This is an optimization exercise on Yosys and OpenROAD, whose aim is small area and a short achievable clock period, not a production implementation.
At most, simulation tests tie the RTL to the original design; equivalence was not proved.
The RTL of run 5 was laid out without a check of its function.

===== flow/design.v =====
module rad4_exact(
    input [31:0] x,
    input [10:0] y,
    output [31:0] p
    );
    wire [2:0] sign_factor;
    wire [32:0] PP_2;
    wire [32:0] PP_1;
    wire [32:0] PP_0;
    wire [2:0] tmp1;
    wire [2:0] tmp0;
    assign tmp1 = {y[10],y[10:9]}; 
    assign tmp0 = {y[1:0],1'b0};
    rad4_BE2 PP2_gen(
        .x1(tmp1),
        .y(x),
        .sign_factor(sign_factor[2]),
        .PP(PP_2)
        );
    rad4_BE2 PP1_gen(
        .x1(y[3:1]),
        .y(x),
        .sign_factor(sign_factor[1]),
        .PP(PP_1)
        );
    rad4_BE2 PP0_gen(
        .x1(tmp0),
        .y(x),
        .sign_factor(sign_factor[0]),
        .PP(PP_0)
        );
    PP_add2 Final(
        .sign_factor(sign_factor),
        .PP_2(PP_2),
        .PP_1(PP_1),
        .PP_0(PP_0),
        .p(p)
        );
endmodule
module rad4_BE2(
    input [2:0] x1,
    input [31:0] y,
    output sign_factor,
    output [32:0] PP
    );
    wire one, two, sign;
    code2 encode2_block(
        .one(one),
        .two(two),
        .sign(sign),
        .y2(x1[2]),
        .y1(x1[1]),
        .y0(x1[0])
        );
    wire [32:0] tmp1_pp; 
    assign tmp1_pp = {y[31],y};  
    wire [33:0] out1;
    assign out1[0] = sign;
    genvar i;
    generate
        for ( i = 0; i < 33; i = i+1 )
            begin : pp_rad4_first 
            product2 pp_pr(tmp1_pp[i],out1[i],one,two,sign,PP[i],out1[i+1]);
            end
    endgenerate
    assign sign_factor = sign;
endmodule
module code2(one,two,sign,y2,y1,y0);  
	input y2,y1,y0;                     
	output one,two,sign;                
	wire [1:0]k;                        
	xor x1(one,y0,y1);                  
	xor x2(k[1],y2,y1);                 
	not n1(k[0],one);                   
	and a1(two,k[0],k[1]);              
	assign sign=y2;                     
endmodule   
module product2(x1,x0,one,two,sign,p,i);
	input x1,x0,sign,one,two;
	output p,i;
	wire [1:0] k;
	xor xo1(i,x1,sign);
	and a1(k[1],i,one);
	and a0(k[0],x0,two);
	or o1(p,k[1],k[0]);
endmodule
module sgn_gen2(one,two,sign,sign_factor);
    input sign,one,two;
    output sign_factor;
    wire k;
    or o1(k,one,two);
    and a1(sign_factor,sign,k);
endmodule
module PP_add2(
    input [2:0] sign_factor,
    input [32:0] PP_2,
    input [32:0] PP_1,
    input [32:0] PP_0,
    output [31:0] p
    );
    wire [2:0] E_MSB;
    assign E_MSB[0] = ~ PP_0[32];
    assign E_MSB[1] = ~ PP_1[32];
    assign E_MSB[2] = ~ PP_2[32];
    wire [36:0] sum00_FA;
    wire [36:0] carry00_FA;
    wire [36:0] tmp001_FA;
    wire [36:0] tmp002_FA;
    wire [36:0] tmp003_FA;
    assign tmp001_FA = {E_MSB[0],{3{PP_0[32]}},PP_0};
    assign tmp002_FA = {E_MSB[1],PP_1[32],PP_1,sign_factor[2],sign_factor[0]};
    assign tmp003_FA = {PP_2[26:0],{7{sign_factor[2]}},sign_factor[2],{2{sign_factor[2]}}};
    genvar i001;
    generate
        for (i001 = 0; i001 < 37; i001 = i001 + 1)
            begin : pp_FAd200
            FAd2 pp_FAd2(tmp001_FA[i001],tmp002_FA[i001], tmp003_FA[i001], carry00_FA[i001],sum00_FA[i001]);
            end
    endgenerate
    wire [4:0] sum00_HA;
    wire [4:0] carry00_HA;
    wire [4:0] tmp001_HA;
    wire [4:0] tmp002_HA;
    assign tmp001_HA = {5{1'b1}};
    assign tmp002_HA = {PP_2[31:27]};
    genvar i002;
    generate
        for (i002 = 0; i002 < 5; i002 = i002 + 1)
            begin : pp_HAd200
            HAd2 pp_HAd2(tmp001_HA[i002],tmp002_HA[i002],carry00_HA[i002],sum00_HA[i002]);
            end
    endgenerate
    wire [41:0] tmp_sum;
    wire [41:0] tmp_add1;
    wire [41:0] tmp_add2;
    assign tmp_add1 = {sum00_HA[5:0],sum00_FA};
    assign tmp_add2 = {carry00_HA[4:0],carry00_FA,sign_factor[2]}; 
    assign tmp_sum = tmp_add1 + tmp_add2;
    assign p = tmp_sum[41:10];
endmodule
module FAd2(a,b,c,cy,sm);
	input a,b,c;
	output cy,sm;
	wire x,y,z;
	xor x1(x,a,b);
	xor x2(sm,x,c);
	and a1(y,a,b);
	and a2(z,x,c);
	or o1(cy,y,z);
endmodule 
module HAd2(a,b,cy,sm);
	input a,b;
	output cy,sm;
	xor x1(sm,a,b);
	and a1(cy,a,b);
endmodule 
module rad4_odd(
    input [31:0] x,
    input [10:0] y,
    output [31:0] p
    );
    wire [2:0] sign_factor;
    wire [32:0] PP_2;
    wire [32:0] PP_1;
    wire [32:0] PP_0;
    wire [2:0] tmp;
    assign tmp = {y[6:5],1'b0};
    rad4_BE PP2_gen(
        .x1(y[10:8]),
        .y(x),
        .sign_factor(sign_factor[2]),
        .PP(PP_2)
        );
    rad4_BE PP1_gen(
        .x1(y[4:2]),
        .y(x),
        .sign_factor(sign_factor[1]),
        .PP(PP_1)
        );
    rad4_BE PP0_gen(
        .x1(y[2:0]),
        .y(x),
        .sign_factor(sign_factor[0]),
        .PP(PP_0)
        );
    PP_add Final(
        .sign_factor(sign_factor),
        .PP_2(PP_2),
        .PP_1(PP_1),
        .PP_0(PP_0),
        .p(p)
        );
endmodule
module rad4_BE(
    input [2:0] x1,
    input [31:0] y,
    output sign_factor,
    output [32:0] PP
    );
    wire one, two, sign;
    code encode_block(
        .one(one),
        .two(two),
        .sign(sign),
        .y2(x1[2]),
        .y1(x1[1]),
        .y0(x1[0])
        );
    wire [32:0] tmp1_pp; 
    assign tmp1_pp = {y[31],y};  
    wire [33:0] out1;
    assign out1[0] = sign;
    genvar i;
    generate
        for ( i = 0; i < 33; i = i+1 )
            begin : pp_rad4_first 
            product pp_pr(tmp1_pp[i],out1[i],one,two,sign,PP[i],out1[i+1]);
            end
    endgenerate
    sgn_gen sign_gen(one,two,sign,sign_factor);
endmodule
module code(one,two,sign,y2,y1,y0);  
	input y2,y1,y0;                     
	output one,two,sign;                
	wire [1:0]k;                        
	xor x1(one,y0,y1);                  
	xor x2(k[1],y2,y1);                 
	not n1(k[0],one);                   
	and a1(two,k[0],k[1]);              
	assign sign=y2;                     
endmodule   
module product(x1,x0,one,two,sign,p,i);
	input x1,x0,sign,one,two;
	output p,i;
	wire [1:0] k;
	xor xo1(i,x1,sign);
	and a1(k[1],i,one);
	and a0(k[0],x0,two);
	or o1(p,k[1],k[0]);
endmodule
module sgn_gen(one,two,sign,sign_factor);
    input sign,one,two;
    output sign_factor;
    wire k;
    or o1(k,one,two);
    and a1(sign_factor,sign,k);
endmodule
module PP_add(
    input [2:0] sign_factor,
    input [32:0] PP_2,
    input [32:0] PP_1,
    input [32:0] PP_0,
    output [31:0] p
    );
    wire [2:0] E_MSB;
    assign E_MSB[0] = ~ PP_0[32];
    assign E_MSB[1] = ~ PP_1[32];
    assign E_MSB[2] = ~ PP_2[32];
    wire [36:0] sum00_FA;
    wire [36:0] carry00_FA;
    wire [36:0] tmp001_FA;
    wire [36:0] tmp002_FA;
    wire [36:0] tmp003_FA;
    assign tmp001_FA = {E_MSB[0],{3{PP_0[32]}},PP_0};
    assign tmp002_FA = {E_MSB[1],PP_1[32],PP_1,sign_factor[2],sign_factor[0]};
    assign tmp003_FA = {PP_2[28:0],{5{sign_factor[2]}},sign_factor[2],{2{sign_factor[2]}}};
    genvar i001;
    generate
        for (i001 = 0; i001 < 37; i001 = i001 + 1)
            begin : pp_fad00
            FAd pp_fad(tmp001_FA[i001],tmp002_FA[i001], tmp003_FA[i001], carry00_FA[i001],sum00_FA[i001]);
            end
    endgenerate
    wire [4:0] sum00_HA;
    wire [4:0] carry00_HA;
    wire [4:0] tmp001_HA;
    wire [4:0] tmp002_HA;
    assign tmp001_HA = {5{1'b1}};
    assign tmp002_HA = {PP_2[32],PP_2[32:29]};
    genvar i002;
    generate
        for (i002 = 0; i002 < 5; i002 = i002 + 1)
            begin : pp_had00
            HAd pp_had(tmp001_HA[i002],tmp002_HA[i002],carry00_HA[i002],sum00_HA[i002]);
            end
    endgenerate
    wire [41:0] tmp_sum;
    wire [41:0] tmp_add1;
    wire [41:0] tmp_add2;
    assign tmp_add1 = {sum00_HA[4:0],sum00_FA,1'b0};  
    assign tmp_add2 = {carry00_HA[3:0],carry00_FA,1'b0,1'b0};  
    assign tmp_sum = tmp_add1 + tmp_add2;
    assign p = tmp_sum[41:10];
endmodule
module FAd(a,b,c,cy,sm);
	input a,b,c;
	output cy,sm;
	wire x,y,z;
	xor x1(x,a,b);
	xor x2(sm,x,c);
	and a1(y,a,b);
	and a2(z,x,c);
	or o1(cy,y,z);
endmodule 
module HAd(a,b,cy,sm);
	input a,b;
	output cy,sm;
	xor x1(sm,a,b);
	and a1(cy,a,b);
endmodule 
module rad4_odd_trunc(
    input [31:0] x,
    input [10:0] y,
    output [31:0] p
    );
    wire [2:0] sign_factor;
    wire [32:0] PP_2;
    wire [32:0] PP_1;
    wire [32:0] PP_0;
    wire [2:0] tmp;
    assign tmp = {y[6:5],1'b0};
    rad4_BE5 PP2_gen(
        .x1(y[10:8]),
        .y(x),
        .sign_factor(sign_factor[2]),
        .PP(PP_2)
        );
    rad4_BE5 PP1_gen(
        .x1(y[8:6]),
        .y(x),
        .sign_factor(sign_factor[1]),
        .PP(PP_1)
        );
    rad4_BE5 PP0_gen(
        .x1(tmp),
        .y(x),
        .sign_factor(sign_factor[0]),
        .PP(PP_0)
        );
    PP_add5 Final(
        .sign_factor(sign_factor),
        .PP_2(PP_2),
        .PP_1(PP_1),
        .PP_0(PP_0),
        .p(p)
        );
endmodule
module rad4_BE5(
    input [2:0] x1,
    input [31:0] y,
    output sign_factor,
    output [32:0] PP
    );
    wire one, two, sign;
    code5 encode5_block(
        .one(one),
        .two(two),
        .sign(sign),
        .y2(x1[2]),
        .y1(x1[1]),
        .y0(x1[0])
        );
    wire [32:0] tmp1_pp; 
    assign tmp1_pp = {y[31],y};  
    wire [33:0] out1;
    assign out1[0] = sign;
    genvar i;
    generate
        for ( i = 0; i < 33; i = i+1 )
            begin : pp_rad4_first 
            product5 pp_pr(tmp1_pp[i],out1[i],one,two,sign,PP[i],out1[i+1]);
            end
    endgenerate
    sgn_gen5 sign_gen(one,two,sign,sign_factor);
endmodule
module code5(one,two,sign,y2,y1,y0);  
	input y2,y1,y0;                     
	output one,two,sign;                
	wire [1:0]k;                        
	xor x1(one,y0,y1);                  
	xor x2(k[1],y2,y1);                 
	not n1(k[0],one);                   
	and a1(two,k[0],k[1]);              
	assign sign=y2;                     
endmodule   
module product5(x1,x0,one,two,sign,p,i);
	input x1,x0,sign,one,two;
	output p,i;
	wire [1:0] k;
	xor xo1(i,x1,sign);
	and a1(k[1],i,one);
	and a0(k[0],x0,two);
	or o1(p,k[1],k[0]);
endmodule
module sgn_gen5(one,two,sign,sign_factor);
    input sign,one,two;
    output sign_factor;
    wire k;
    or o1(k,one,two);
    and a1(sign_factor,sign,k);
endmodule
module PP_add5(
    input [2:0] sign_factor,
    input [32:0] PP_2,
    input [32:0] PP_1,
    input [32:0] PP_0,
    output [31:0] p
    );
    wire [34:0] sum00_FA;
    wire [34:0] carry00_FA;
    wire [34:0] tmp001_FA;
    wire [34:0] tmp002_FA;
    wire [34:0] tmp003_FA;
    assign tmp001_FA = {{5{PP_0[32]}},PP_0[32:4],PP_0[2]};
    assign tmp002_FA = {{3{PP_1[32]}},PP_1[32:2],PP_1[0]};
    assign tmp003_FA = {PP_2[32],PP_2,sign_factor[1]};
    genvar i001;
    generate
        for (i001 = 0; i001 < 35; i001 = i001 + 1)
            begin : pp_FAd500
            FAd5 pp_FAd5(tmp001_FA[i001],tmp002_FA[i001], tmp003_FA[i001], carry00_FA[i001],sum00_FA[i001]);
            end
    endgenerate
    wire sum00_HA;
    wire carry00_HA;
    HAd5 pp_HAd500(PP_0[3],PP_1[1],carry00_HA,sum00_HA);
    wire sum10_FA;
    wire carry10_FA;
    FAd5 pp_FAd510(sum00_FA[1],carry00_HA,sign_factor[2],carry10_FA,sum10_FA);
    wire [32:0] sum10_HA;
    wire [32:0] carry10_HA;
    wire [32:0] tmp011_HA;
    wire [32:0] tmp012_HA;
    assign tmp011_HA = {sum00_FA[34:2]};
    assign tmp012_HA = {carry00_FA[33:1]};
    genvar i002;
    generate
        for (i002 = 0; i002 < 33; i002 = i002 + 1)
            begin : pp_HAd510
            HAd5 pp_FAd5(tmp011_HA[i002],tmp012_HA[i002], carry10_HA[i002],sum10_HA[i002]);
            end
    endgenerate
    wire [42:0] tmp_sum;
    wire [42:0] tmp_add1;
    wire [42:0] tmp_add2;
    assign tmp_add1 = {sum10_HA,sum10_FA,sum00_HA,sum00_FA[0],PP_0[1:0],5'b0};
    assign tmp_add2 = {carry10_HA[31:0],carry10_FA,1'b0,carry00_FA[0],2'b0,sign_factor[0],5'b0}; 
    assign tmp_sum = tmp_add1 + tmp_add2;
    assign p = {tmp_sum[41:10]};
endmodule
module FAd5(a,b,c,cy,sm);
	input a,b,c;
	output cy,sm;
	wire x,y,z;
	xor x1(x,a,b);
	xor x2(sm,x,c);
	and a1(y,a,b);
	and a2(z,x,c);
	or o1(cy,y,z);
endmodule 
module HAd5(a,b,cy,sm);
	input a,b;
	output cy,sm;
	xor x1(sm,a,b);
	and a1(cy,a,b);
endmodule 
module rad4_odd_trunc1(
    input [31:0] x,
    input [10:0] y,
    output [31:0] p
    );
    wire [2:0] sign_factor;
    wire [32:0] PP_2;
    wire [32:0] PP_1;
    wire [32:0] PP_0;
    wire [2:0] tmp;
    assign tmp = {y[6:5],1'b0};
    rad4_BE4 PP2_gen(
        .x1(y[10:8]),
        .y(x),
        .sign_factor(sign_factor[2]),
        .PP(PP_2)
        );
    rad4_BE4 PP1_gen(
        .x1(y[8:6]),
        .y(x),
        .sign_factor(sign_factor[1]),
        .PP(PP_1)
        );
    rad4_BE4 PP0_gen(
        .x1(tmp),
        .y(x),
        .sign_factor(sign_factor[0]),
        .PP(PP_0)
        );
    PP_add4 Final(
        .sign_factor(sign_factor),
        .PP_2(PP_2),
        .PP_1(PP_1),
        .PP_0(PP_0),
        .p(p)
        );
endmodule
module rad4_BE4(
    input [2:0] x1,
    input [31:0] y,
    output sign_factor,
    output [32:0] PP
    );
    wire one, two, sign;
    code4 encode4_block(
        .one(one),
        .two(two),
        .sign(sign),
        .y2(x1[2]),
        .y1(x1[1]),
        .y0(x1[0])
        );
    wire [32:0] tmp1_pp; 
    assign tmp1_pp = {y[31],y};  
    wire [33:0] out1;
    assign out1[0] = sign;
    genvar i;
    generate
        for ( i = 0; i < 33; i = i+1 )
            begin : pp_rad4_first 
            product4 pp_pr(tmp1_pp[i],out1[i],one,two,sign,PP[i],out1[i+1]);
            end
    endgenerate
    sgn_gen4 sign_gen(one,two,sign,sign_factor);
endmodule
module code4(one,two,sign,y2,y1,y0);  
	input y2,y1,y0;                     
	output one,two,sign;                
	wire [1:0]k;                        
	xor x1(one,y0,y1);                  
	xor x2(k[1],y2,y1);                 
	not n1(k[0],one);                   
	and a1(two,k[0],k[1]);              
	assign sign=y2;                     
endmodule   
module product4(x1,x0,one,two,sign,p,i);
	input x1,x0,sign,one,two;
	output p,i;
	wire [1:0] k;
	xor xo1(i,x1,sign);
	and a1(k[1],i,one);
	and a0(k[0],x0,two);
	or o1(p,k[1],k[0]);
endmodule
module sgn_gen4(one,two,sign,sign_factor);
    input sign,one,two;
    output sign_factor;
    wire k;
    or o1(k,one,two);
    and a1(sign_factor,sign,k);
endmodule
module PP_add4(
    input [2:0] sign_factor,
    input [32:0] PP_2,
    input [32:0] PP_1,
    input [32:0] PP_0,
    output [31:0] p
    );
    wire [34:0] sum00_FA;
    wire [34:0] carry00_FA;
    wire [34:0] tmp001_FA;
    wire [34:0] tmp002_FA;
    wire [34:0] tmp003_FA;
    assign tmp001_FA = {{5{PP_0[32]}},PP_0[32:4],PP_0[2]};
    assign tmp002_FA = {{3{PP_1[32]}},PP_1[32:2],PP_1[0]};
    assign tmp003_FA = {PP_2[32],PP_2,sign_factor[1]};
    genvar i001;
    generate
        for (i001 = 0; i001 < 35; i001 = i001 + 1)
            begin : pp_FAd400
            FAd4 pp_FAd4(tmp001_FA[i001],tmp002_FA[i001], tmp003_FA[i001], carry00_FA[i001],sum00_FA[i001]);
            end
    endgenerate
    wire sum00_HA;
    wire carry00_HA;
    HAd4 pp_HAd400(PP_0[3],PP_1[1],carry00_HA,sum00_HA);
    wire sum10_FA;
    wire carry10_FA;
    FAd4 pp_FAd410(sum00_FA[1],carry00_HA,sign_factor[2],carry10_FA,sum10_FA);
    wire [32:0] sum10_HA;
    wire [32:0] carry10_HA;
    wire [32:0] tmp011_HA;
    wire [32:0] tmp012_HA;
    assign tmp011_HA = {sum00_FA[34:2]};
    assign tmp012_HA = {carry00_FA[33:1]};
    genvar i002;
    generate
        for (i002 = 0; i002 < 33; i002 = i002 + 1)
            begin : pp_HAd410
            HAd4 pp_FAd4(tmp011_HA[i002],tmp012_HA[i002], carry10_HA[i002],sum10_HA[i002]);
            end
    endgenerate
    wire [42:0] tmp_sum;
    wire [42:0] tmp_add1;
    wire [42:0] tmp_add2;
    assign tmp_add1 = {sum10_HA,sum10_FA,sum00_HA,sum00_FA[0],PP_0[1:0],5'b0};
    assign tmp_add2 = {carry10_HA[31:0],carry10_FA,1'b0,carry00_FA[0],2'b0,sign_factor[0],5'b0}; 
    assign tmp_sum = tmp_add1 + tmp_add2;
    assign p = {tmp_sum[41:10]};
endmodule
module FAd4(a,b,c,cy,sm);
	input a,b,c;
	output cy,sm;
	wire x,y,z;
	xor x1(x,a,b);
	xor x2(sm,x,c);
	and a1(y,a,b);
	and a2(z,x,c);
	or o1(cy,y,z);
endmodule 
module HAd4(a,b,cy,sm);
	input a,b;
	output cy,sm;
	xor x1(sm,a,b);
	and a1(cy,a,b);
endmodule 
module fos_exact_v1(
    input [31:0] x_in,
    input [10:0] a1,
    input clk,
    input reset,
    output [31:0] y_out);
    wire signed [31:0] Data_feedforward;
    wire signed [31:0] Data_feedback;
    wire signed [31:0] sum0;
    reg signed  [31:0] Samples_in1; 
    reg signed  [31:0] Samples_in2; 
    reg signed  [31:0] Samples_out; 
    assign Data_feedforward = {Samples_in2}; 
    assign y_out = Samples_in1 - Data_feedforward - Data_feedback; 
    rad4_odd_trunc mult(Samples_out,a1,Data_feedback);
   always @ (posedge clk) 
   if(reset == 1) begin
         Samples_in1 <= 0; 
         Samples_in2 <= 0; 
         Samples_out <= 0; 
      end 
   else begin 
      Samples_in1 <= x_in; 
      Samples_in2 <= Samples_in1; 
      Samples_out <= y_out; 
   end 
endmodule
module fos_exact_v2(
    input [31:0] x_in,
    input [10:0] a1,
    input clk,
    input reset,
    output [31:0] y_out);
    wire signed [31:0] Data_feedforward;
    wire signed [31:0] Data_feedback;
    wire signed [31:0] sum0;
    reg signed  [31:0] Samples_in1; 
    reg signed  [31:0] Samples_in2; 
    reg signed  [31:0] Samples_out; 
    assign Data_feedforward = {Samples_in2}; 
    assign y_out = Samples_in1 - Data_feedforward - Data_feedback; 
    rad4_exact mult(Samples_out,a1,Data_feedback);
   always @ (posedge clk) 
   if(reset == 1) begin
         Samples_in1 <= 0; 
         Samples_in2 <= 0; 
         Samples_out <= 0; 
      end 
   else begin 
      Samples_in1 <= x_in; 
      Samples_in2 <= Samples_in1; 
      Samples_out <= y_out; 
   end 
endmodule
module fos_exact_v3(
    input [31:0] x_in,
    input [10:0] a1,
    input [10:0] b1,
    input clk,
    input reset,
    output [31:0] y_out);
    wire signed [31:0] Data_feedforward;
    wire signed [31:0] Data_feedback;
    wire signed [31:0] sum0;
    reg signed  [31:0] Samples_in1; 
    reg signed  [31:0] Samples_in2; 
    reg signed  [31:0] Samples_out; 
    assign y_out = Samples_in1 + Data_feedforward - Data_feedback; 
    rad4_odd_trunc1 mult(Samples_out,a1,Data_feedback);
    rad4_odd_trunc1 mult1(Samples_in2,b1,Data_feedforward);                     
   always @ (posedge clk) 
   if(reset == 1) begin
         Samples_in1 <= 0; 
         Samples_in2 <= 0; 
         Samples_out <= 0; 
      end 
   else begin 
      Samples_in1 <= x_in; 
      Samples_in2 <= Samples_in1; 
      Samples_out <= y_out; 
   end 
endmodule
module fos_exact_v4(
    input [31:0] x_in,
    input [10:0] a1,
    input clk,
    input reset,
    output [31:0] y_out);
    wire signed [31:0] Data_feedforward;
    wire signed [31:0] Data_feedback;
    wire signed [31:0] sum0;
    reg signed  [31:0] Samples_in1; 
    reg signed  [31:0] Samples_in2; 
    reg signed  [31:0] Samples_out; 
    assign y_out = Samples_in1 - Data_feedback; 
    rad4_odd mult(Samples_out,a1,Data_feedback);
   always @ (posedge clk) 
   if(reset == 1) begin
         Samples_in1 <= 0; 
         Samples_in2 <= 0; 
         Samples_out <= 0; 
      end 
   else begin 
      Samples_in1 <= x_in; 
      Samples_in2 <= Samples_in1; 
      Samples_out <= y_out; 
   end 
endmodule
`timescale 1ns / 10ps
module a_filter_approx(
    input [31:0] x_in,
    input clk,
    input [5:0] reset,
    output [31:0] y_out);
    wire [10:0] a1_1;
    wire [10:0] a1_2;
    wire [10:0] a1_3;
    wire [10:0] a1_4;
    wire [10:0] b1;
    assign a1_1 = -11'sd192;
    assign a1_2 = -11'sd1021;
    assign a1_3 = -11'sd928;
    assign a1_4 = -11'sd1010;
    assign b1 = 11'sd307;
    wire [31:0] y_1;
    wire [31:0] y_2;
    wire [31:0] y_3;
    wire [31:0] y_4;
    wire [31:0] y_5;
    fos_exact_v4 first_stage(x_in,a1_4,clk,reset[0],y_1);
    fos_exact_v3 second_stage(y_1,a1_3,b1,clk,reset[1],y_2);
    fos_exact_v2 third_stage(y_2,a1_2,clk,reset[2],y_3);
    fos_exact_v2 fourth_stage(y_3,a1_2,clk,reset[3],y_4);
    fos_exact_v1 fifth_stage(y_4,a1_1,clk,reset[4],y_5);
    fos_exact_v1 sixth_stage(y_5,a1_1,clk,reset[5],y_out);
endmodule

===== flow/constraint.sdc =====
create_clock -name core_clock -period 10.0 [get_ports {clk}]
set_input_delay 2.0000 -clock core_clock [delete_from_list [all_inputs] [get_ports {clk}]]
set_output_delay 2.0000 -clock core_clock [all_outputs]
set_load 0.01 [all_outputs]

===== flow/config.mk =====
export PLATFORM = sky130hd
export DESIGN_NAME = a_filter_approx
export DESIGN_NICKNAME = a_filter_approx
export VERILOG_FILES = /design/flow/design.v
export SDC_FILE = /design/flow/constraint.sdc
export NUM_CORES = 4
export LEC_CHECK = 0
export CAP_MARGIN = 20
export CORE_MARGIN = 2
export CORE_UTILIZATION = 40
export SLEW_MARGIN = 20

===== flow/run.sh =====
#!/bin/bash
# synth_recipe.tcl (not shown) runs the flow's synth.tcl, then flattens the netlist and writes it again
# the make line also repeats each setting of config.mk as NAME=value (left out here)
make -C /OpenROAD-flow-scripts/flow DESIGN_CONFIG=/design/flow/config.mk WORK_HOME=/design/flow/orfs CLKGATE_MAP_FILE= SYNTH_SCRIPT=/design/flow/synth_recipe.tcl finish

==> results of run 1 <==
## cells by family after synthesis
logic type / Yosys count / synth area share [%]
adders and majority gates: 937 / 31.7
and+or+nand+nor: 1217 / 12.7
DFF: 544 / 24.9
AOI/OAI and AO/OA: 967 / 14.4
buffers and inverters: 1015 / 8.71
xor gates and xnor gates: 363 / 7.39
muxes: 5 / 0.120
## worst paths after layout
path                                                endpoint  slack [ns]
worst max-delay path                               y_out[31]        0.71
worst min-delay path            fourth_stage.Samples_in2[15]        0.44
worst max register to register   third_stage.Samples_in1[29]        2.49
worst min register to register  fourth_stage.Samples_in2[15]        0.44
## through the flow
stage	util, %	std cells	area [µm²]	worst slack, ns
floorplan	-	5048	43800	2.71
global placement	42.3	6464	46000	1.50
detailed placement	42.3	6464	46000	1.44
CTS	44.2	6574	48100	0.710
global route	44.2	6574	48100	0.268
finish	44.2	6574	48100	0.708
## area by class of cell
cell class	instances	share of cell area (%)
Clock buffer	79	3.46
Inverter	944	7.37
Clock inverter	31	0.911
Tap cell	1414	3.68
Multi-Input combinational cell	3489	60.5
Sequential cell	544	22.7
Timing Repair Buffer	73	1.47
## cells in the final DEF, fill, tap and decap left out, types with 41 or more instances in the layout
cell	count
nand3_1	60
clkbuf_16	60
nor2b_1	141
nor3_1	60
inv_1	944
ha_1	650
clkdlybuf4s50_1	64
xor2_1	143
fa_1	287
xnor2_1	216
nand2_1	159
o21a_1	57
dfxtp_1	544
nor2_1	620
a21o_1	183
a21oi_1	298
o21ai_0	149
nand2b_1	41
## tightest hold or removal path, stage by stage, from the launching register on
cell and delay, ns:
dfxtp_1 0.29, inv_1 0.08, nor2_1 0.05
## per-layer routing
metal / track usage, % / up-vias
met2: 29.7 / 351
li1: - / 16700
met1: 21.5 / 15100
met5: 0 / -
met3: 1.69 / 123
met4: 3.87 / 0
==> key figures, run 1 <==
Status
  • Status: no timing/DRC/antenna violations

Drt
  • Met1 Wirelength: 43600 µm
  • Wirelength per Cell: between 10 and 15 µm
  • Final ANT Viol Nets: 0
  • 1st-iter DRT viols: approximately 1500
  • Final wirelength: a little over 90000 µm
  • Routed vias: about 32000
  • Met3 wire len: ~2300 µm
  • Drt pass-1 iters: 6
  • Max Used Layer: met4
  • WL met2: about 43000 µm
  • DR DRC count: 0
  • Vias/cell: roughly 5

Clocking
  • CTS tree: yes
  • Clock root buffer: clkbuf_16
  • Setup bufs post-CTS: 0
  • Clk buf depth: 3
  • Worst-skew pair later-pin latency: approximately 0.66 ns
  • Hold_buf cts: 0
  • Post_cts resized: 0
  • CTS Buf Count: 60
  • H-Tree Level Count: 2
  • Clock transition time at the flip-flop clock pins of the worst setup and hold paths: 0.06 ns
  • Clock sinks: roughly 540

Critical path
  • Critical Path RT: about 8.0 ns
  • CP max-delay cell: clkdlybuf4s50_1
  • CP bufs+invs: 3
  • Critical Path Start: sixth_stage.Samples_out[5]
  • Most frequent CP cell: a21oi_1
  • Worst r2r path cells: 30
  • Worst r2r src: second_stage.Samples_out[3]
  • Startpoint Class: flop
  • CP Capture Type: primary output
  • Data arrival time of the worst path: about 7.3 ns
  • Max incr delay on CP: around 0.55 ns
  • Critical path type: flop to primary output
  • WP depth: 25
  • Critical path's top delay family: compound AO/OA/AOI/OAI gates
  • Max FO, Critical Path: 6

Global routing
  • All-Layer GR Usage: ~17%
  • Grt total ovfl: 0
  • Initial antenna violation count: 0
  • Largest net degree at the start of global routing: between 90 and 100
  • Vias in the first global route: between 30000 and 40000
  • First-pass GRT wire length: between 150000 and 200000 µm

Final layout
  • Sequential Area: approximately 0.011 mm²
  • Fin nets: 6088
  • Share of layout cells above drive strength 1: 3.04%
  • Fillers: 10800
  • Area growth syn-to-layout: 9.85%
  • Total area of multi-input combinational cells: between 0.02 and 0.03 mm²
  • Ant diodes: 0

STA
  • Slew HR: 28.6%
  • Pins Over Slew Limit: 0
  • Fmax: roughly 110 MHz
  • Fin crit share: 92.9%
  • Slew of the pin with the lowest slew margin: around 1.1 ns
  • Final setup violation count: 0
  • Setup TNS: 0 ns
  • Layout Skew: around 0.04 ns
  • RSZ-0062 raised after global routing: no
  • Hold Worst Slack: around 0.44 ns
  • Final hold violations: 0
  • Tmin final: between 9 and 10 ns

Synthesis
  • Most used DFF post-synth: dfxtp_1
  • Most instantiated cells after synthesis: inv_1, ha_1, nor2_1
  • Library cells used by synthesis: 77
  • Synthesis warning total: 5
  • Post-synth ARST share: 0%
  • Cell Area, Synth: ~0.044 mm²
  • Syn nets: ~6000
  • Post-synthesis register bit count: 544
  • Largest cells by area after synthesis: dfxtp_1, ha_1, fa_1
  • Share of the synthesized area in the top cell type: approximately 25%
  • Top cell type by total area after synthesis: dfxtp_1
  • Mapped Cells: between 5000 and 6000
  • Post-synth EDFFs: 0
  • Register area share after synthesis: approximately 25%
  • Most frequent cell after synthesis: inv_1
  • Avg Cell Area, Syn: 8.67 µm²

Die
  • Core area: approximately 0.11 mm²
  • Initial Utilization: roughly 40%
  • Die Y: around 330 µm
  • Boundary Pins: 71
  • Die span in x: between 300 and 400 µm
  • Die area: 0.112 mm²
  • Row cnt: about 120

Hold path
  • Min-delay worst type: flop to flop
  • Worst Hold Path Cells: 2
  • Hold Crit Start: fourth_stage.Samples_in1[15]

Placement
  • Gp weighted congestion: just under 0.9
  • Port buffer count: 70
  • DP HPWL: around 75000 µm

Run
  • Max_cap viols: 0
==> run 2, diff against run 1 <==
==> flow/design.v (replaced) <==
`timescale 1ns / 10ps
module a_filter_approx(
    input [31:0] x_in,
    input clk,
    input [5:0] reset,
    output [31:0] y_out);
    reg [31:0] y1, y2, y3, y4, y5, y6;
    reg [31:0] i2, i3, i4, i5, i6;
    wire [41:0] n1 = {x_in, 10'd0} + {y1, 10'd0} + {{9{y1[31]}}, y1, 1'b0}
                   - {{6{y1[31]}}, y1, 4'd0} + 42'd1021;
    wire [4:0] m2 = {i2[4:3] + i2[1:0], i2[2:0]};
    wire [36:0] n2 = {y1, 5'd0} + {{2{i2[31]}}, i2, 3'd0} + {{5{i2[31]}}, i2}
                   + {y2, 5'd0} - {{4{y2[31]}}, y2, 1'b0} - {{5{y2[31]}}, y2}
                   - {32'd0, m2} + 37'd31;
    wire [41:0] n3 = {y2, 10'd0} - {i3, 10'd0} + {y3, 10'd0}
                   - {{9{y3[31]}}, y3, 1'b0} - {{10{y3[31]}}, y3} + 42'd1021;
    wire [41:0] n4 = {y3, 10'd0} - {i4, 10'd0} + {y4, 10'd0}
                   - {{9{y4[31]}}, y4, 1'b0} - {{10{y4[31]}}, y4} + 42'd1021;
    wire [35:0] n5 = {y4, 4'd0} - {i5, 4'd0} + {{3{y5[31]}}, y5, 1'b0}
                   + {{4{y5[31]}}, y5} + 36'd15;
    wire [35:0] n6 = {y5, 4'd0} - {i6, 4'd0} + {{3{y6[31]}}, y6, 1'b0}
                   + {{4{y6[31]}}, y6} + 36'd15;
    always @(posedge clk) begin
        y1 <= reset[0] ? 32'd0 : n1[41:10];
        y2 <= reset[1] ? 32'd0 : n2[36:5];
        i2 <= reset[1] ? 32'd0 : y1;
        y3 <= reset[2] ? 32'd0 : n3[41:10];
        i3 <= reset[2] ? 32'd0 : y2;
        y4 <= reset[3] ? 32'd0 : n4[41:10];
        i4 <= reset[3] ? 32'd0 : y3;
        y5 <= reset[4] ? 32'd0 : n5[35:4];
        i5 <= reset[4] ? 32'd0 : y4;
        y6 <= reset[5] ? 32'd0 : n6[35:4];
        i6 <= reset[5] ? 32'd0 : y5;
    end
    assign y_out = y6;
endmodule
--- a/flow/config.mk
+++ b/flow/config.mk
@@ -9,3 +9,4 @@
 export CORE_MARGIN = 2
 export CORE_UTILIZATION = 40
+export SETUP_SLACK_MARGIN = 5
 export SLEW_MARGIN = 20
==> run 2 against run 1 <==
- still clean
- via count down 26%
- critical path depth shrank 8
- wire length fell by 21%
- flip-flop and latch count is 192 lower
- first-iteration DRC count decreased by 42%
- final area fell by 18%
- utilization grew 1.1 points
- register-to-register slack better by 2.5 ns
- worst setup slack better by 4.3 ns
- hold slack better by 0.062 ns
==> key figures, run 2 <==
Synthesis
  • Largest cells by area after synthesis: fa_1, dfxtp_1, ha_1 (was dfxtp_1, ha_1, fa_1)
  • Most instantiated cells after synthesis: inv_1, ha_1, fa_1 (was inv_1, ha_1, nor2_1)
  • Adder-cell share of the synthesized area: 44.1% (was 31.7%)
  • Share of the synthesized area in the top cell type: 26.8% (was 24.9%)
  • Post-synth ARST share: 0% (unchanged)
  • Most frequent cell after synthesis: inv_1 (unchanged)
  • Avg Cell Area, Syn: 9.35 µm² (was 8.67 µm²)
  • Proportion of synthesized area in mux cells: 0.161% (was 0.120%)
  • Syn nets: 4737 (was 6024)
  • Register area share after synthesis: 20.1% (was 24.9%)
  • Synthesis warning total: 1 (was 5)
  • Mapped Cells: 3745 (was 5048)
  • Most used DFF post-synth: dfxtp_1 (unchanged)
  • Largest family of logic cells by synthesized area: adder cells (unchanged)
  • Cell Area, Synth: 0.0350 mm² (was 0.0438 mm²)
  • Compound-Gate Fraction of Synth Area: 11.2% (was 14.4%)
  • Post-synth EDFFs: 0 (unchanged)
  • Simple-Gate Fraction of Synth Area: 9.30% (was 12.7%)
  • Post-synthesis register bit count: 352 (was 544)
  • Xor and xnor area share after synthesis: 4.90% (was 7.39%)
  • Top cell type by total area after synthesis: fa_1 (was dfxtp_1)
  • Library cells used by synthesis: 91 (was 77)

Clocking
  • CTS tree: yes (unchanged)
  • Hold_buf cts: 0 (unchanged)
  • Clock root buffer: clkbuf_16 (unchanged)
  • Worst-skew pair later-pin latency: 0.59 ns (was 0.66 ns)
  • Clock sinks: 352 (was 544)
  • H-Tree Level Count: 2 (unchanged)
  • Clock transition time at the flip-flop clock pins of the worst setup and hold paths: 0.06 ns (about the same)
  • Clk buf depth: 3 (unchanged)
  • CTS Buf Count: 46 (was 60)

Final layout
  • Commonest cells after routing, fill and taps aside: inv_1, fa_1, ha_1 (was inv_1, ha_1, nor2_1)
  • Fillers: 8383 (was 10800)
  • Fin nets: 4831 (was 6088)
  • Area growth syn-to-layout: 12.4% (was 9.85%)
  • Share of layout cells above drive strength 1: 7.72% (was 3.04%)
  • Commonest non-fill, non-tap cell in the layout: inv_1 (unchanged)
  • Ant diodes: 0 (unchanged)

Die
  • Core area: 0.0868 mm² (was 0.109 mm²)
  • Die Y: 300 µm (was 335 µm)
  • Boundary Pins: 71 (unchanged)
  • Die span in x: 300 µm (was 335 µm)
  • Row cnt: 108 (was 121)
  • Die area: 0.0899 mm² (was 0.112 mm²)
  • Initial Utilization: 40.3% (about the same)

STA
  • Fin crit share: 50.2% (was 92.9%)
  • Tmin final: 5.02 ns (was 9.29 ns)
  • Slew of the pin with the lowest slew margin: 0.809 ns (was 1.07 ns)
  • Layout Skew: 0.0301 ns (was 0.0407 ns)
  • RSZ-0062 raised after global routing: yes (was no)
  • Fmax: 199 MHz (was 108 MHz)
  • Slew HR: 46.0% (was 28.6%)
  • Pins Over Slew Limit: 0 (unchanged)
  • Final setup violation count: 0 (unchanged)
  • Final hold violations: 0 (unchanged)
  • Setup TNS: 0 ns (unchanged)

Global routing
  • Largest net degree at the start of global routing: 69 (was 97)
  • Initial antenna violation count: 0 (unchanged)
  • Vias in the first global route: 24900 (was 32700)
  • First-pass GRT wire length: 122000 µm (was 156000 µm)
  • All-Layer GR Usage: 16.5% (was 16.7%)
  • Grt total ovfl: 0 (unchanged)

Critical path
  • Reg-to-reg endpoint: y2[30] (was third_stage.Samples_in1[29])
  • Data arrival time of the worst path: 5.46 ns (was 7.29 ns)
  • Startpoint Class: flop (unchanged)
  • Critical path type: flop to flop (was flop to primary output)
  • Worst r2r path cells: 17 (was 30)
  • Max FO, Critical Path: 3 (was 6)
  • Reg2Reg Setup Slack: 4.98 ns (was 2.49 ns)
  • Critical Path RT: 10.44 ns (was 8.00 ns)
  • Worst r2r src: i2[4] (was second_stage.Samples_out[3])
  • CP Capture Type: flop (was primary output)

Drt
  • Drt pass-1 iters: 5 (was 6)
  • Routed vias: 23900 (was 32200)
  • Final wirelength: 72200 µm (was 91200 µm)
  • Wirelength per Cell: 14.4 µm (was 13.9 µm)
  • Met1 Wirelength: 33800 µm (was 43600 µm)
  • Vias/cell: 4.76 (was 4.90)
  • 1st-iter DRT viols: 844 (was 1463)
  • WL met2: 35000 µm (was 43400 µm)
  • Max Used Layer: met4 (unchanged)
  • Final ANT Viol Nets: 0 (unchanged)
  • Met3 wire len: 2030 µm (was 2290 µm)
  • DR DRC count: 0 (unchanged)

Placement
  • DP HPWL: 58600 µm (was 74600 µm)
  • Gp weighted congestion: 0.870 (was 0.880)
  • Port buffer count: 70 (unchanged)

Hold path
  • Min-delay worst type: flop to flop (unchanged)
  • Hold Crit Start: y5[0] (was fourth_stage.Samples_in1[15])
  • Worst Hold Path EP: i6[0] (was fourth_stage.Samples_in2[15])
  • Worst Hold Path Cells: 2 (unchanged)

Run
  • Max_cap viols: 0 (unchanged)

Status
  • Status: no timing/DRC/antenna violations (unchanged)
## run 2: cell count changes in the layout (fill, tap and decap cells not counted), sizes merged, moves of 59 or more
cell   change
a21oi    -116
dfxtp    -192
fa       +181
ha       -165
inv       -81
nand2     -59
nor2     -260
nor2b     -72
o21ai     -62
xnor2    -105
## run 2: cell families (layout without fill, tap and decap cells)
logic type	count (synthesis)	in the layout
buffers and inverters	940	1068
AO/OA/AOI/OAI	590	590
adder cells (fa/ha/maj)	953	953
flip-flops	352	352
multiplexers	5	5
AND/OR/NAND/NOR	709	709
XOR/XNOR	196	196
## run 2: layer usage
layer,up-vias,global-route usage (%)
met5,-,0
met4,0,3.65
met3,96,1.91
met2,300,29.1
met1,11500,21.7
li1,12100,-
## run 2: critical path, stage by stage (launching register included)
cell and delay, ns:
dfxtp_2 0.33, ha_4 0.25, xor2_2 0.17, fa_1 0.44, fa_1 0.49, inv_1 0.05, fa_1 0.47, ha_1 0.30
ha_1 0.26, and4b_2 0.26, nand4_1 0.11, a311o_1 0.42, a2111oi_4 0.46, nor2_4 0.10, o31ai_4 0.29, a311o_2 0.28
xnor2_1 0.13, nor2_1 0.05
## run 2: timing repair
action	4_1_cts	5_1_grt
endpoints found under the setup margin	21	31
pin swaps	53	85
hold endpoints to repair	0	0
buffers inserted	15	30
resized for setup	67	104
## run 2: worst max path at each step
stage / depth (start not counted) / slack, ns / end / from
after floorplan: 14 / 4.82 / y1[31] / x_in[7]
after global placement: 15 / 4.09 / y1[31] / x_in[5]
after detailed placement: 15 / 3.98 / y1[31] / x_in[12]
after CTS: 17 / 4.91 / y2[30] / i2[1]
after global routing: 17 / 4.83 / y2[30] / i2[4]
final: 17 / 4.98 / y2[30] / i2[4]
## run 2: area by class of cell
| class | count | area, µm² | share of cell area, % |
|---|---|---|---|
| well taps | 1155 | 1450 | 3.67 |
| flip-flops and latches | 352 | 7070 | 18.0 |
| clock inverters | 26 | 327 | 0.830 |
| multi-input cells | 2453 | 24900 | 63.4 |
| inverters | 863 | 3240 | 8.23 |
| clock buffers | 56 | 1240 | 3.15 |
| repair buffers | 123 | 1080 | 2.75 |
## run 2: per-stage QoR
step / utilization [%] / setup slack, ns / hold slack, ns / cells / instance area (µm²)
3_5_place_dp: 42.5 / 3.98 / 0.489 / 4901 / 36900
4_1_cts: 44.8 / 4.91 / 0.500 / 4998 / 38800
3_3_place_gp: 42.5 / 4.09 / 0.486 / 4901 / 36900
2_1_floorplan: - / 4.82 / 0.457 / 3745 / 35000
6_report: 45.3 / 4.98 / 0.504 / 5028 / 39300
5_1_grt: 45.3 / 4.83 / 0.556 / 5028 / 39300
==> run 3, diff against run 2 <==
--- a/flow/config.mk
+++ b/flow/config.mk
@@ -6,4 +6,5 @@
 export NUM_CORES = 4
 export LEC_CHECK = 0
+export ABC_CLOCK_PERIOD_IN_PS = 3000
 export CAP_MARGIN = 20
 export CORE_MARGIN = 2
==> run 3 against run 2 <==
- still clean on timing, DRC and antenna
- cell count unchanged
- final area is the same
==> key figures, run 3 <==
Status
  • Status: no timing/DRC/antenna violations (unchanged)

STA
  • Hold Worst Slack: 0.504 ns (unchanged)
  • Fmax: 199 MHz (unchanged)
  • Slew HR: 46.0% (unchanged)
  • Setup TNS: 0 ns (unchanged)
  • Tmin final: 5.02 ns (unchanged)
  • Final setup violation count: 0 (unchanged)
  • Layout Skew: 0.0301 ns (unchanged)
  • RSZ-0062 raised after global routing: yes (unchanged)
  • Slew of the pin with the lowest slew margin: 0.809 ns (unchanged)
  • Final hold violations: 0 (unchanged)
  • Pins Over Slew Limit: 0 (unchanged)
  • Fin crit share: 50.2% (unchanged)

Critical path
  • Critical path type: flop to flop (unchanged)
  • Data arrival time of the worst path: 5.46 ns (about the same)
  • Critical Path RT: 10.44 ns (about the same)
  • Max FO, Critical Path: 3 (unchanged)
  • Worst r2r src: i2[4] (unchanged)
  • Critical Path Start: i2[4] (unchanged)
  • Startpoint Class: flop (unchanged)
  • CP Capture Type: flop (unchanged)

Global routing
  • Vias in the first global route: 24900 (unchanged)
  • Initial antenna violation count: 0 (unchanged)
  • Largest net degree at the start of global routing: 69 (unchanged)
  • Grt total ovfl: 0 (unchanged)
  • First-pass GRT wire length: 122000 µm (unchanged)
  • All-Layer GR Usage: 16.5% (unchanged)

Synthesis
  • Library cells used by synthesis: 91 (unchanged)
  • Largest cells by area after synthesis: fa_1, dfxtp_1, ha_1 (unchanged)
  • Most instantiated cells after synthesis: inv_1, ha_1, fa_1 (unchanged)
  • Most used DFF post-synth: dfxtp_1 (unchanged)
  • Syn nets: 4737 (unchanged)
  • Register area share after synthesis: 20.1% (unchanged)
  • Avg Cell Area, Syn: 9.35 µm² (unchanged)
  • Post-synth ARST share: 0% (unchanged)
  • Mapped Cells: 3745 (unchanged)
  • Most frequent cell after synthesis: inv_1 (unchanged)
  • Post-synthesis register bit count: 352 (unchanged)
  • Share of the synthesized area in the top cell type: 26.8% (unchanged)
  • Cell Area, Synth: 0.0350 mm² (unchanged)
  • Top cell type by total area after synthesis: fa_1 (unchanged)
  • Post-synth EDFFs: 0 (unchanged)
  • Synthesis warning total: 1 (unchanged)

Die
  • Die Y: 300 µm (unchanged)
  • Row cnt: 108 (unchanged)
  • Initial Utilization: 40.3% (unchanged)
  • Core area: 0.0868 mm² (unchanged)
  • Boundary Pins: 71 (unchanged)
  • Die span in x: 300 µm (unchanged)
  • Die area: 0.0899 mm² (unchanged)

Clocking
  • Clock sinks: 352 (unchanged)
  • Clock transition time at the flip-flop clock pins of the worst setup and hold paths: 0.06 ns (about the same)
  • CTS Buf Count: 46 (unchanged)
  • Hold_buf cts: 0 (unchanged)
  • Worst-skew pair later-pin latency: 0.59 ns (about the same)
  • H-Tree Level Count: 2 (unchanged)
  • CTS tree: yes (unchanged)
  • Clock root buffer: clkbuf_16 (unchanged)
  • Clk buf depth: 3 (unchanged)

Final layout
  • Ant diodes: 0 (unchanged)
  • Share of layout cells above drive strength 1: 7.72% (unchanged)
  • Commonest non-fill, non-tap cell in the layout: inv_1 (unchanged)
  • Design Area, Final: 0.0393 mm² (unchanged)
  • Fin nets: 4831 (unchanged)
  • Commonest cells after routing, fill and taps aside: inv_1, fa_1, ha_1 (unchanged)
  • Area growth syn-to-layout: 12.4% (unchanged)

Drt
  • Wirelength per Cell: 14.4 µm (unchanged)
  • Vias/cell: 4.76 (unchanged)
  • Drt pass-1 iters: 5 (unchanged)
  • DR DRC count: 0 (unchanged)
  • Routed vias: 23900 (unchanged)
  • Final wirelength: 72200 µm (unchanged)
  • Final ANT Viol Nets: 0 (unchanged)
  • 1st-iter DRT viols: 844 (unchanged)

Placement
  • Port buffer count: 70 (unchanged)
  • DP HPWL: 58600 µm (unchanged)
  • Gp weighted congestion: 0.870 (unchanged)
  • Placed cell areas: 0.0369 mm² (unchanged)

Hold path
  • Hold Crit Start: y5[0] (unchanged)
  • Min-delay worst type: flop to flop (unchanged)

Run
  • Max_cap viols: 0 (unchanged)
run 3: final cells by class:
type                            instances  area (µm²)
Multi-Input combinational cell       2453       24900
Sequential cell                       352        7070
Clock inverter                         26         327
Timing Repair Buffer                  123        1080
Clock buffer                           56        1240
Fill cell                            8383       47400
Tap cell                             1155        1450
Inverter                              863        3240
run 3: what timing repair did:
action,4_1_cts,5_1_grt
gates resized for setup,67,104
pin swaps,53,85
setup buffers,15,30
endpoints found under the setup margin,21,31
run 3: cell families after synthesis:
group / count (synthesis) / share of synthesized area [%]
xor gates and xnor gates: 196 / 4.90
DFF: 352 / 20.1
and+or+nand+nor: 709 / 9.30
muxes: 5 / 0.161
adders and majority gates: 953 / 44.1
buffers and inverters: 940 / 10.2
AOI/OAI and AO/OA: 590 / 11.2
run 3: layer usage:
layer / up-vias / GRT usage (%) / part of all wire, %
met5: - / 0 / 0
met3: 96 / 1.91 / 2.8
met1: 11500 / 21.7 / 47
met2: 300 / 29.1 / 48
met4: 0 / 3.65 / 2.0
li1: 12100 / - / -
run 3: metrics by stage:
stage	utilization, %	worst slack [ns]	cells
after floorplan	-	4.82	3745
after CTS	44.8	4.91	4998
after global routing	45.3	4.83	5028
after detailed placement	42.5	3.98	4901
after global placement	42.5	4.09	4901
final	45.3	4.98	5028
run 3: final timing paths:
| kind | cells past startpoint | endpoint | slack [ns] |
|---|---|---|---|
| max | 17 | y2[30] | 4.98 |
| min | 2 | i6[0] | 0.50 |
| max reg2reg | 17 | y2[30] | 4.98 |
| min reg2reg | 2 | i6[0] | 0.50 |
run 3: worst max-delay path, cell delays in order, from the launching register on:
cell,delay (ns)
dfxtp_2,0.33
ha_4,0.25
xor2_2,0.17
fa_1,0.44
fa_1,0.49
inv_1,0.05
fa_1,0.47
ha_1,0.30
ha_1,0.26
and4b_2,0.26
nand4_1,0.11
a311o_1,0.42
a2111oi_4,0.46
nor2_4,0.10
o31ai_4,0.29
a311o_2,0.28
xnor2_1,0.13
nor2_1,0.05
==> run 4, diff against run 3 <==
--- a/flow/config.mk
+++ b/flow/config.mk
@@ -6,8 +6,6 @@
 export NUM_CORES = 4
 export LEC_CHECK = 0
-export ABC_CLOCK_PERIOD_IN_PS = 3000
 export CAP_MARGIN = 20
 export CORE_MARGIN = 2
 export CORE_UTILIZATION = 40
-export SETUP_SLACK_MARGIN = 5
 export SLEW_MARGIN = 20
==> run 4 against run 3 <==
- still clean
- non-clock buffer count fell by 45
- first-iteration DRC count is 3.4% higher
- utilization shrank 1.0 points
- clock skew up 0.013 ns
- final area shrank 2.3%
- largest cell class unchanged
==> key figures, run 4 <==
Status
  • Status: no timing/DRC/antenna violations (unchanged)

Clocking
  • Clk buf depth: 3 (unchanged)
  • Clock sinks: 352 (unchanged)
  • Hold_buf cts: 0 (unchanged)
  • CTS tree: yes (unchanged)
  • CTS Buf Count: 46 (unchanged)
  • Clock root buffer: clkbuf_16 (unchanged)
  • Worst-skew pair later-pin latency: 0.60 ns (was 0.59 ns)
  • Clock transition time at the flip-flop clock pins of the worst setup and hold paths: 0.06 ns (about the same)
  • Setup bufs post-CTS: 0 (was 15)
  • Post_cts resized: 0 (was 67)
  • H-Tree Level Count: 2 (unchanged)

Final layout
  • Area growth syn-to-layout: 9.80% (was 12.4%)
  • Ant diodes: 0 (unchanged)
  • Share of layout cells above drive strength 1: 3.37% (was 7.72%)
  • Commonest non-fill, non-tap cell in the layout: inv_1 (unchanged)
  • Commonest cells after routing, fill and taps aside: inv_1, ha_1, fa_1 (was inv_1, fa_1, ha_1)
  • Fin nets: 4786 (was 4831)

Global routing
  • Largest net degree at the start of global routing: 69 (unchanged)
  • Initial antenna violation count: 0 (unchanged)
  • All-Layer GR Usage: 16.3% (was 16.5%)
  • Grt total ovfl: 0 (unchanged)
  • Vias in the first global route: 24800 (was 24900)
  • First-pass GRT wire length: 121000 µm (was 122000 µm)

Critical path
  • Critical Path RT: 10.53 ns (was 10.44 ns)
  • Data arrival time of the worst path: 5.98 ns (was 5.46 ns)
  • Max FO, Critical Path: 6 (was 3)
  • Worst r2r src: i2[4] (unchanged)
  • Critical path type: primary input to flop (was flop to flop)
  • CP Capture Type: flop (unchanged)
  • Reg2Reg Setup Slack: 4.75 ns (was 4.98 ns)
  • Reg-to-reg endpoint: y2[25] (was y2[30])
  • Startpoint Class: primary input (was flop)
  • Worst r2r path cells: 17 (unchanged)

Drt
  • Routed vias: 23700 (was 23900)
  • 1st-iter DRT viols: 873 (was 844)
  • DR DRC count: 0 (unchanged)
  • Final wirelength: 70200 µm (was 72200 µm)
  • Final ANT Viol Nets: 0 (unchanged)
  • Drt pass-1 iters: 5 (unchanged)
  • Vias/cell: 4.75 (was 4.76)
  • Wirelength per Cell: 14.1 µm (was 14.4 µm)

Synthesis
  • Library cells used by synthesis: 91 (unchanged)
  • Share of the synthesized area in the top cell type: 26.8% (unchanged)
  • Most instantiated cells after synthesis: inv_1, ha_1, fa_1 (unchanged)
  • Post-synthesis register bit count: 352 (unchanged)
  • Cell Area, Synth: 0.0350 mm² (unchanged)
  • Largest cells by area after synthesis: fa_1, dfxtp_1, ha_1 (unchanged)
  • Post-synth EDFFs: 0 (unchanged)
  • Most used DFF post-synth: dfxtp_1 (unchanged)
  • Avg Cell Area, Syn: 9.35 µm² (unchanged)
  • Most frequent cell after synthesis: inv_1 (unchanged)
  • Syn nets: 4737 (unchanged)
  • Synthesis warning total: 1 (unchanged)
  • Mapped Cells: 3745 (unchanged)
  • Top cell type by total area after synthesis: fa_1 (unchanged)
  • Post-synth ARST share: 0% (unchanged)
  • Register area share after synthesis: 20.1% (unchanged)

STA
  • Final hold violations: 0 (unchanged)
  • Pins Over Slew Limit: 0 (unchanged)
  • Slew of the pin with the lowest slew margin: 0.826 ns (was 0.809 ns)
  • Final setup violation count: 0 (unchanged)
  • Setup TNS: 0 ns (unchanged)
  • Layout Skew: 0.0435 ns (was 0.0301 ns)
  • Slew HR: 44.8% (was 46.0%)
  • RSZ-0062 raised after global routing: no (was yes)
  • Tmin final: 5.45 ns (was 5.02 ns)
  • Fmax: 184 MHz (was 199 MHz)
  • Fin crit share: 54.5% (was 50.2%)

Die
  • Die area: 0.0899 mm² (unchanged)
  • Die span in x: 300 µm (unchanged)
  • Boundary Pins: 71 (unchanged)
  • Initial Utilization: 40.3% (unchanged)
  • Die Y: 300 µm (unchanged)
  • Core area: 0.0868 mm² (unchanged)
  • Row cnt: 108 (unchanged)

Placement
  • Gp weighted congestion: 0.855 (was 0.870)
  • DP HPWL: 58400 µm (was 58600 µm)
  • Port buffer count: 70 (unchanged)

Hold path
  • Worst Hold Path EP: i6[0] (unchanged)
  • Worst Hold Path Cells: 2 (unchanged)
  • Min-delay worst type: flop to flop (unchanged)
  • Hold Crit Start: y5[0] (unchanged)

Run
  • Max_cap viols: 0 (unchanged)
==> run 4: changes by cell type in the layout (fill, tap and decap cells not counted), sizes merged <==
cell,change
bufinv,-1
dlygate4sd2,-3
inv,-2
clkbuf,+1
clkinvlp,+1
clkdlybuf4s50,+19
buf,-47
clkdlybuf4s15,-1
dlymetal6s2s,-10
clkinv,+1
==> run 4: how the worst max path moves through the flow <==
stage | cells after the start | start | slack [ns] | endpoint
floorplan | 14 | x_in[7] | 4.74 | y1[31]
global placement | 15 | x_in[7] | 4.00 | y1[31]
detailed placement | 15 | x_in[7] | 3.97 | y1[31]
CTS | 15 | x_in[7] | 4.60 | y1[31]
global route | 15 | x_in[5] | 4.39 | y1[31]
finish | 15 | x_in[7] | 4.55 | y1[31]
==> run 4: routing by layer <==
metal | vias to the layer above | track usage [%] | share of wire [%]
met5 | - | 0 | 0
met4 | 0 | 4.14 | 2.3
met3 | 102 | 1.56 | 2.6
met2 | 291 | 28.4 | 48
met1 | 11300 | 21.6 | 47
li1 | 12000 | - | -
==> run 4: cell type report <==
class	count	area (µm²)
fillers	8470	48300
clock buffers	60	1260
inverters	863	3240
multi-input cells	2453	24400
well taps	1155	1450
flip-flops and latches	352	7050
repair buffers	78	736
clock inverters	25	317
==> run 4: cell families (layout without fill, tap and decap cells) <==
kind of cell | count (synthesis) | count (layout) | share of synthesized area (%)
adder cells (fa/ha/maj) | 953 | 953 | 44.1
buffers and inverters | 940 | 1026 | 10.2
AND/OR/NAND/NOR | 709 | 709 | 9.30
AO/OA/AOI/OAI | 590 | 590 | 11.2
flip-flops | 352 | 352 | 20.1
XOR/XNOR | 196 | 196 | 4.90
multiplexers | 5 | 5 | 0.161
==> run 4: through the flow <==
step                cells  utilization, %  hold WS [ns]  setup slack (ns)  instance area (µm²)
finish               4986            44.3         0.487              4.55                38400
global route         4986            44.3         0.575              4.39                38400
CTS                  4986            44.3         0.495              4.60                38400
detailed placement   4901            42.5         0.480              3.97                36900
global placement     4901            42.5         0.482              4.00                36900
floorplan            3745               -         0.457              4.74                35000
==> run 4: worst max-delay path, stage by stage <==
cell and delay, ns:
clkdlybuf4s50_1 0.45, inv_1 0.05, fa_1 0.52, inv_1 0.05, fa_1 0.45, ha_1 0.40, a21o_1 0.19, nor3_1 0.07
a211o_1 0.32, a311oi_2 0.31, o21ai_2 0.18, a21oi_4 0.20, a41oi_2 0.17, or4b_1 0.52, nand3_1 0.09
==> run 5, diff against run 4 <==
==> flow/design.v (replaced) <==
`timescale 1ns / 10ps
module a_filter_approx(
    input [31:0] x_in,
    input clk,
    input [5:0] reset,
    output [31:0] y_out);
    reg [31:0] y1, y2, y3, y4, y5, y6;
    reg [31:0] j2;
    reg [31:0] i3n, i4n, i5n, i6n;
    function [41:0] add42;
        input [41:0] a, b;
        reg [41:0] g, p, x;
        integer i, l;
        begin
            x = a ^ b;
            g = a & b;
            p = x;
            for (l = 0; l < 6; l = l + 1)
                for (i = 41; i >= 0; i = i - 1)
                    if (((i >> l) & 1) && (i >= (1 << l))) begin
                        g[i] = g[i] | (p[i] & g[((i >> l) << l) - 1]);
                        p[i] = p[i] & p[((i >> l) << l) - 1];
                    end
            add42 = x ^ {g[40:0], 1'b0};
        end
    endfunction
    function [83:0] csa42;
        input [41:0] a, b, c;
        begin
            csa42 = {{(a[40:0] & b[40:0]) | (a[40:0] & c[40:0]) | (b[40:0] & c[40:0]), 1'b0},
                     a ^ b ^ c};
        end
    endfunction
    wire [83:0] c1a = csa42({y1, 10'b1111111110}, {{9{y1[31]}}, y1, 1'b0},
                            ~{{6{y1[31]}}, y1, 4'b0});
    wire [83:0] c1b = csa42(c1a[41:0], c1a[83:42], {x_in, 10'b0});
    wire [41:0] n1 = add42(c1b[41:0], c1b[83:42]);
    wire [83:0] c2a = csa42({5'd0, y1, 5'b00001}, {5'd0, j2, 5'd0}, {5'd0, y2, 5'd0});
    wire [83:0] c2b = csa42({5'd0, ~{{4{y2[31]}}, y2, 1'b0}}, {5'd0, ~{{5{y2[31]}}, y2}},
                            42'd32);
    wire [83:0] c2c = csa42(c2a[41:0], c2a[83:42], c2b[41:0]);
    wire [83:0] c2d = csa42(c2c[41:0], c2c[83:42], c2b[83:42]);
    wire [41:0] n2 = add42(c2d[41:0], c2d[83:42]);
    wire [41:0] nj = add42({5'd0, {2{y1[31]}}, y1, 3'd0}, {5'd0, {5{y1[31]}}, y1});
    function [41:0] sec34;
        input [31:0] u, in, o;
        reg [83:0] r0, r1, r2, r3;
        begin
            r0 = csa42({u, 10'b0}, {in, 10'b1111111111}, {o, 10'b0});
            r1 = csa42(~{{9{o[31]}}, o, 1'b0}, ~{{10{o[31]}}, o}, 42'd1024);
            r2 = csa42(r0[41:0], r0[83:42], r1[41:0]);
            r3 = csa42(r2[41:0], r2[83:42], r1[83:42]);
            sec34 = add42(r3[41:0], r3[83:42]);
        end
    endfunction
    wire [41:0] n3 = sec34(y2, i3n, y3);
    wire [41:0] n4 = sec34(y3, i4n, y4);
    function [41:0] sec56;
        input [31:0] u, in, o;
        reg [83:0] r0, r1;
        begin
            r0 = csa42({6'd0, u, 4'b1111}, {6'd0, in, 4'b1111},
                       {6'd0, {3{o[31]}}, o, 1'b1});
            r1 = csa42(r0[41:0], r0[83:42], {6'd0, {4{o[31]}}, o});
            sec56 = add42(r1[41:0], r1[83:42]);
        end
    endfunction
    wire [41:0] n5 = sec56(y4, i5n, y5);
    wire [41:0] n6 = sec56(y5, i6n, y6);
    always @(posedge clk) begin
        y1 <= reset[0] ? 32'd0 : n1[41:10];
        y2 <= reset[1] ? 32'd0 : n2[36:5];
        j2 <= reset[1] ? 32'd0 : nj[36:5];
        y3 <= reset[2] ? 32'd0 : n3[41:10];
        i3n <= ~(reset[2] ? 32'd0 : y2);
        y4 <= reset[3] ? 32'd0 : n4[41:10];
        i4n <= ~(reset[3] ? 32'd0 : y3);
        y5 <= reset[4] ? 32'd0 : n5[35:4];
        i5n <= ~(reset[4] ? 32'd0 : y4);
        y6 <= reset[5] ? 32'd0 : n6[35:4];
        i6n <= ~(reset[5] ? 32'd0 : y5);
    end
    assign y_out = y6;
endmodule
==> run 5 against run 4 <==
- clock skew shrank 0.0075 ns
- first-iteration DRC count shrank 22%
- die area shrank 9.0%
- critical endpoint unchanged
==> key figures, run 5 <==
Synthesis
  • Mapped Cells: 3165 (was 3745)
  • Post-synthesis register bit count: 351 (was 352)
  • Most frequent cell after synthesis: inv_1 (unchanged)
  • Largest cells by area after synthesis: fa_1, dfxtp_1, ha_1 (unchanged)
  • Library cells used by synthesis: 75 (was 91)

Placement
  • Port buffer count: 70 (unchanged)
  • DP HPWL: 47100 µm (was 58400 µm)

STA
  • Fmax: 197 MHz (was 184 MHz)
  • Fin crit share: 50.8% (was 54.5%)
  • Final setup violation count: 0 (unchanged)
  • Slew of the pin with the lowest slew margin: 0.980 ns (was 0.826 ns)
  • Final hold violations: 0 (unchanged)
  • Setup TNS: 0 ns (unchanged)

Die
  • Die span in x: 286 µm (was 300 µm)
  • Boundary Pins: 71 (unchanged)
  • Initial Utilization: 40.3% (about the same)
  • Die Y: 286 µm (was 300 µm)
  • Die area: 0.0818 mm² (was 0.0899 mm²)
  • Core area: 0.0789 mm² (was 0.0868 mm²)

Clocking
  • Clock sinks: 351 (was 352)
  • Post_cts resized: 0 (unchanged)
  • H-Tree Level Count: 2 (unchanged)

Drt
  • Max Used Layer: met5 (was met4)
  • DR DRC count: 0 (unchanged)
  • 1st-iter DRT viols: 683 (was 873)
  • Final wirelength: 56700 µm (was 70200 µm)

Final layout
  • Ant diodes: 0 (unchanged)
  • Fin nets: 4163 (was 4786)

Critical path
  • CP Capture Type: flop (unchanged)
  • Data arrival time of the worst path: 5.60 ns (was 5.98 ns)
  • CP cell instances: clkdlybuf4s50_1 > fa_1 > ha_1 > a21o_1 > a21o_1 > a21oi_1 > nand3_1 > a21oi_2 > o31ai_2 > a221o_1 > a211o_1 > mux2_4 > a21oi_2 (was clkdlybuf4s50_1 > inv_1 > fa_1 > inv_1 > fa_1 > ha_1 > a21o_1 > nor3_1 > a211o_1 > a311oi_2 > o21ai_2 > a21oi_4 > a41oi_2 > or4b_1 > nand3_1)

Run
  • Max_cap viols: 0 (unchanged)

Status
  • Status: no timing/DRC/antenna violations (unchanged)
run 5: changes by cell type after synthesis, moves of 16 or more:
| cell | previous run | this run |
|---|---|---|
| ha_1 | 485 | 426 |
| xnor2_1 | 111 | 137 |
| a21oi_1 | 180 | 132 |
| o21ai_0 | 81 | 45 |
| nor2b_1 | 69 | 33 |
| nand3_1 | 40 | 24 |
| nor2_1 | 359 | 254 |
| inv_1 | 863 | 658 |
| a21o_1 | 135 | 83 |
| nand2b_1 | 15 | 147 |
| nand2_1 | 100 | 47 |
| clkbuf_1 | 63 | 38 |
run 5: kinds of logic after synthesis:
| group | synth area share, % |
|---|---|
| AO/OA/AOI/OAI | 8.63 |
| XOR/XNOR | 6.22 |
| adder cells (fa/ha/maj) | 45.3 |
| buffers and inverters | 8.24 |
| flip-flops | 22.1 |
| multiplexers | 0.118 |
| AND/OR/NAND/NOR | 9.36 |
run 5: worst paths after layout:
path	startpoint	endpoint	slack [ns]	cells past startpoint
max	x_in[3]	y1[31]	4.92	13
min	y3[7]	i4n[7]	0.37	1
max reg2reg	y4[5]	y4[30]	5.18	18
min reg2reg	y3[7]	i4n[7]	0.37	1
run 5: stage by stage:
step	std cells	cell area (µm²)	utilization (%)	worst slack, ns	hold slack [ns]
floorplan	3165	31800	-	5.11	0.370
global placement	4247	33700	42.7	4.36	0.372
detailed placement	4247	33700	42.7	4.31	0.376
CTS	4328	35300	44.8	4.95	0.360
global route	4329	35400	44.8	4.78	0.381
finish	4329	35400	44.8	4.92	0.375
run 5: worst register-to-register path: cells and delay by family, from the launching register on:
kind | cells | cell delay (ns)
simple gates | 1 | 0.05
flops | 1 | 0.37
xor+xnor | 1 | 0.13
fa+ha+maj | 4 | 1.79
buf+inv | 4 | 0.28
compound gates | 8 | 2.03
run 5: metal layers:
| layer | vias to the layer above | track usage [%] |
|---|---|---|
| met2 | 177 | 25.0 |
| li1 | 10100 | - |
| met5 | - | 0 |
| met3 | 75 | 1.79 |
| met4 | 2 | 3.48 |
| met1 | 9279 | 19.3 |
run 5: cell type report:
class	count	area, µm²
Fill cell	7582	43500
Inverter	658	2470
Tap cell	1050	1310
Sequential cell	351	7030
Timing Repair Buffer	73	713
Clock buffer	55	1230
Multi-Input combinational cell	2116	22200
Clock inverter	26	438

static timing again, ports no longer ideal:
The results above use ideal ports. As a check the final layouts listed here were re-extracted and re-timed, cells and wires unchanged. Step 1 sets driving cells, clkbuf_16 on the clock port and buf_2 on the other inputs (assumed; they add their load-dependent delay and slew). Step 2 adds t to the input delays and takes it off the output delays; t is the mean of the earliest and latest rising clock arrival at the registers after step 1. Input paths then give back, and output paths get back, about the clock's delay inside the block. Slacks: no drivers / after step 1 / after step 2; pairs: no drivers / after step 1.
run	t, ns	setup slack, ns	worst hold slack (ns)	slew at the worst register clock pin (ns)
run 1	0.703	0.708 / 0.642 / 1.345	0.443 / 0.443 / 0.443	0.07 / 0.07
run 2	0.640	4.981 / 4.981 / 4.448	0.504 / 0.504 / 0.504	0.06 / 0.06
run 3	0.640	4.981 / 4.981 / 4.448	0.504 / 0.504 / 0.504	0.06 / 0.06
run 4	0.641	4.551 / 4.587 / 3.946	0.487 / 0.487 / 0.487	0.06 / 0.06
run 5	0.645	4.923 / 4.967 / 4.322	0.375 / 0.375 / 0.375	0.06 / 0.06
After both steps setup and hold are still met in every run listed. The setup slack of run 4, which loses most, moves by +0.036 ns with the drivers and by -0.605 ns with both steps.
